Context: an optimization exercise on an open-source flow, tuned for small area and a short achievable clock period. The choices shown serve that exercise and are no tape-out recipe. In this exercise RTL edits were held to simulation tests only and were not proved equivalent to the original. Power and IR drop assume default switching activity.

==> xenon <==
==> flow/design.v <==
module alu(
		input  FPUCLK,
		input  [31:0] A, B,
		input  [2:0]  CTRL,
		output [31:0] OUT
	);
	wire        v_in = (CTRL[2:1] == 2'b00);
	wire [31:0] ca = {A[30:0], 1'b0}, cb = {B[30:0], 1'b0};
	wire [31:0] cg0 = ca & ~cb, cl0 = ~ca & cb;
	wire [15:0] cg1, cl1;
	wire [7:0]  cg2, cl2;
	wire [3:0]  cg3, cl3;
	wire [1:0]  cg4, cl4;
	genvar ci;
	generate
		for (ci = 0; ci < 16; ci = ci + 1) begin : c1
			assign cg1[ci] = cg0[2*ci+1] | (~cl0[2*ci+1] & cg0[2*ci]);
			assign cl1[ci] = cl0[2*ci+1] | (~cg0[2*ci+1] & cl0[2*ci]);
		end
		for (ci = 0; ci < 8; ci = ci + 1) begin : c2
			assign cg2[ci] = cg1[2*ci+1] | (~cl1[2*ci+1] & cg1[2*ci]);
			assign cl2[ci] = cl1[2*ci+1] | (~cg1[2*ci+1] & cl1[2*ci]);
		end
		for (ci = 0; ci < 4; ci = ci + 1) begin : c3
			assign cg3[ci] = cg2[2*ci+1] | (~cl2[2*ci+1] & cg2[2*ci]);
			assign cl3[ci] = cl2[2*ci+1] | (~cg2[2*ci+1] & cl2[2*ci]);
		end
		for (ci = 0; ci < 2; ci = ci + 1) begin : c4
			assign cg4[ci] = cg3[2*ci+1] | (~cl3[2*ci+1] & cg3[2*ci]);
			assign cl4[ci] = cl3[2*ci+1] | (~cg3[2*ci+1] & cl3[2*ci]);
		end
	endgenerate
	wire        agb  = ~(cl4[1] | (~cg4[1] & cl4[0]));	 
	wire        ageb = ~cl3[3];					 
	wire [7:0]  dab  = A[30:23] - B[30:23];
	wire [7:0]  dba  = B[30:23] - A[30:23];
	wire [7:0]  d    = ageb ? dab : dba;
	wire [4:0]  d5   = (d[7:5] != 3'b000) ? 5'd31 : d[4:0];
	reg  [22:0] ma0, mb0;
	reg  [7:0]  e0;
	reg  [4:0]  d0;
	reg         sa0, sb0, agb0, nagb0, v0;
	always @(posedge FPUCLK) begin
		ma0  <= A[22:0];
		mb0  <= B[22:0];
		e0   <= ageb ? A[30:23] : B[30:23];
		d0   <= d5;
		sa0  <= A[31];
		sb0  <= B[31] ^ CTRL[0];		 
		agb0 <= agb;
		nagb0 <= ~agb;			 
		v0   <= v_in;
	end
	wire [22:0] x1  = agb0 ? ma0 : mb0;	 
	wire [22:0] y1  = nagb0 ? ma0 : mb0;	 
	wire        sub = sa0 ^ sb0;
	wire [23:0] ys1 = {1'b1, y1} >> d0;
	reg  [22:0] xm1;
	reg  [23:0] ym1;
	reg  [7:0]  e1;
	reg         s1, sub1, v1;
	always @(posedge FPUCLK) begin
		xm1  <= x1;
		ym1  <= ys1 ^ {24{sub}};
		e1   <= e0;
		s1   <= agb0 ? sa0 : sb0;
		sub1 <= sub;
		v1   <= v0;
	end
	wire [25:0] sum2 = {2'b01, xm1, 1'b1} + {1'b0, ym1, sub1};
	wire [24:0] r2   = {sum2[25] & ~sub1, sum2[24:1]};
	reg  [24:0] r2q;
	reg  [7:0]  e2;
	reg         s2, v2;
	always @(posedge FPUCLK) begin
		r2q <= r2;
		e2  <= e1 + 8'd2;			 
		s2  <= s1;
		v2  <= v1;
	end
	wire [31:0] lz_in = {r2q, 7'b0};
	wire [15:0] v_1;  wire [15:0] p_1;
	wire [7:0]  v_2;  wire [15:0] p_2;
	wire [3:0]  v_4;  wire [11:0] p_4;
	wire [1:0]  v_8;  wire [7:0]  p_8;
	wire [4:0]  n3;
	genvar gi;
	generate
		for (gi = 0; gi < 16; gi = gi + 1) begin : l1
			assign v_1[gi] = lz_in[2*gi+1] | lz_in[2*gi];
			assign p_1[gi] = ~lz_in[2*gi+1];
		end
		for (gi = 0; gi < 8; gi = gi + 1) begin : l2
			assign v_2[gi] = v_1[2*gi+1] | v_1[2*gi];
			assign p_2[2*gi+1:2*gi] = v_1[2*gi+1] ? {1'b0, p_1[2*gi+1]} : {1'b1, p_1[2*gi]};
		end
		for (gi = 0; gi < 4; gi = gi + 1) begin : l4
			assign v_4[gi] = v_2[2*gi+1] | v_2[2*gi];
			assign p_4[3*gi+2:3*gi] = v_2[2*gi+1] ? {1'b0, p_2[4*gi+3:4*gi+2]} : {1'b1, p_2[4*gi+1:4*gi]};
		end
		for (gi = 0; gi < 2; gi = gi + 1) begin : l8
			assign v_8[gi] = v_4[2*gi+1] | v_4[2*gi];
			assign p_8[4*gi+3:4*gi] = v_4[2*gi+1] ? {1'b0, p_4[6*gi+5:6*gi+3]} : {1'b1, p_4[6*gi+2:6*gi]};
		end
	endgenerate
	assign n3 = v_8[1] ? {1'b0, p_8[7:4]} : {1'b1, p_8[3:0]};
	wire [24:0] t16 = n3[4] ? {r2q[8:0], 16'b0} : r2q;
	wire [24:0] t8  = n3[3] ? {t16[16:0], 8'b0} : t16;
	wire [24:0] t4  = n3[2] ? {t8[20:0], 4'b0}  : t8;
	wire [24:0] t2  = n3[1] ? {t4[22:0], 2'b0}  : t4;
	wire [24:0] t1  = n3[0] ? {t2[23:0], 1'b0}  : t2;
	wire [7:0]  e3  = e2 + {3'b111, ~n3};
	wire        zero = ~(v_8[1] | v_8[0]);		 
	reg  [31:0] res3;
	reg         z3;
	always @(posedge FPUCLK) begin
		if (v2) begin
			res3 <= {s2, e3, t1[23:1]};
			z3   <= zero;
		end
	end
	assign OUT = {res3[31:23] & {9{~z3}}, res3[22:0]};
endmodule
==> flow/flow/run.sh <==
#!/bin/bash
set -euo pipefail
bash standard.sh \
  "BUFFER_PORTS_ARGS=-buffer_cell sky130_fd_sc_hd__buf_1" \
  finish > make_finish.log 2>&1
==> flow/standard.sh <==
#!/bin/bash
# synth_recipe.tcl (not shown) runs the flow's synth.tcl, then flattens the netlist and writes it again
# the make line also repeats each setting of config.mk as NAME=value (left out here)
make -C /OpenROAD-flow-scripts/flow DESIGN_CONFIG=/design/flow/config.mk WORK_HOME=/design/flow/orfs CLKGATE_MAP_FILE= SYNTH_SCRIPT=/design/flow/synth_recipe.tcl "${@:-finish}"
==> flow/config.mk <==
export PLATFORM = sky130hd
export DESIGN_NAME = alu
export DESIGN_NICKNAME = alu
export VERILOG_FILES = /design/flow/design.v
export SDC_FILE = /design/flow/constraint.sdc
export NUM_CORES = 4
export LEC_CHECK = 0
export ABC_AREA = 1
export ABC_CLOCK_PERIOD_IN_PS = 2000
export CAP_MARGIN = 20
export CORE_MARGIN = 2
export CORE_UTILIZATION = 40
export SETUP_SLACK_MARGIN = 3.1
export SLEW_MARGIN = 20
==> flow/constraint.sdc <==
create_clock -name core_clock -period 5.5 [get_ports {FPUCLK}]
set_input_delay 1.1000 -clock core_clock [delete_from_list [all_inputs] [get_ports {FPUCLK}]]
set_output_delay 1.1000 -clock core_clock [all_outputs]
set_load 0.01 [all_outputs]
==> indigo: changes against xenon <==
--- a/flow/design.v
+++ b/flow/design.v
@@ -67,7 +67,52 @@
 		sub1 <= sub;
 		v1   <= v0;
 	end
-	wire [25:0] sum2 = {2'b01, xm1, 1'b1} + {1'b0, ym1, sub1};
+	wire [25:0] aa2 = {2'b01, xm1, 1'b1};
+	wire [25:0] bb2 = {1'b0, ym1, sub1};
+	wire [25:0] pp2 = aa2 ^ bb2;
+	wire [25:0] sg0 = aa2 & bb2, sp0 = pp2;
+	wire [25:0] sg1, sp1, sg2, sp2, sg3, sp3, sg4, sp4, sg5, sp5;
+	genvar ai;
+	generate
+		for (ai = 0; ai < 26; ai = ai + 1) begin : sk
+			if (ai & 1) begin : m1
+				assign sg1[ai] = sg0[ai] | (sp0[ai] & sg0[ai - 1]);
+				assign sp1[ai] = sp0[ai] & sp0[ai - 1];
+			end else begin : p1
+				assign sg1[ai] = sg0[ai];
+				assign sp1[ai] = sp0[ai];
+			end
+			if (ai & 2) begin : m2
+				assign sg2[ai] = sg1[ai] | (sp1[ai] & sg1[(ai & ~1) - 1]);
+				assign sp2[ai] = sp1[ai] & sp1[(ai & ~1) - 1];
+			end else begin : p2
+				assign sg2[ai] = sg1[ai];
+				assign sp2[ai] = sp1[ai];
+			end
+			if (ai & 4) begin : m3
+				assign sg3[ai] = sg2[ai] | (sp2[ai] & sg2[(ai & ~3) - 1]);
+				assign sp3[ai] = sp2[ai] & sp2[(ai & ~3) - 1];
+			end else begin : p3
+				assign sg3[ai] = sg2[ai];
+				assign sp3[ai] = sp2[ai];
+			end
+			if (ai & 8) begin : m4
+				assign sg4[ai] = sg3[ai] | (sp3[ai] & sg3[(ai & ~7) - 1]);
+				assign sp4[ai] = sp3[ai] & sp3[(ai & ~7) - 1];
+			end else begin : p4
+				assign sg4[ai] = sg3[ai];
+				assign sp4[ai] = sp3[ai];
+			end
+			if (ai & 16) begin : m5
+				assign sg5[ai] = sg4[ai] | (sp4[ai] & sg4[(ai & ~15) - 1]);
+				assign sp5[ai] = sp4[ai] & sp4[(ai & ~15) - 1];
+			end else begin : p5
+				assign sg5[ai] = sg4[ai];
+				assign sp5[ai] = sp4[ai];
+			end
+		end
+	endgenerate
+	wire [25:0] sum2 = pp2 ^ {sg5[24:0], 1'b0};
 	wire [24:0] r2   = {sum2[25] & ~sub1, sum2[24:1]};
 	reg  [24:0] r2q;
 	reg  [7:0]  e2;
- ABC_CLOCK_PERIOD_IN_PS: 2000 -> not set
- PLACE_DENSITY: not set -> 0.75
==> run summary <==
Between indigo and xenon, the lower cell count is in indigo (gap about 0.5%, measured against xenon). Between xenon and indigo, the lower global-route usage is in indigo (gap 0.34 points). Against xenon, the clock power of indigo is smaller by about 4%. indigo ran to the end with no violations. xenon finished clean. Non-clock buffer count: indigo is higher than xenon (8).

-- re-timing with driven ports --
In the flow no input, the clock included, has a driving cell. The finished layouts below were timed again as built, in two steps.
Step 1 sets driving cells, clkbuf_16 on the clock port and buf_2 on the other inputs (assumed; they add their load-dependent delay and slew).
Step 2 times the ports against the registers' clock, not the clock port: input delays grow and output delays shrink by t, the midpoint of the rising clock arrivals with the driver on.
Three values: no drivers, after step 1, after step 2; two values: the first two.
| run | shift t [ns] | setup WS [ns] | worst register clock-pin slew, ns | worst slew at a driven data input, ns |
|---|---|---|---|---|
| xenon | 0.482 | 3.174 / 3.126 / 2.718 | 0.08 / 0.08 | 0.05 |
| indigo | 0.478 | 3.142 / 3.092 / 2.757 | 0.08 / 0.08 | 0.05 |
After both steps setup and hold are still met in every run listed. For xenon, which loses most, drivers alone change the setup slack by -0.048 ns; drivers and shift together by -0.456 ns.
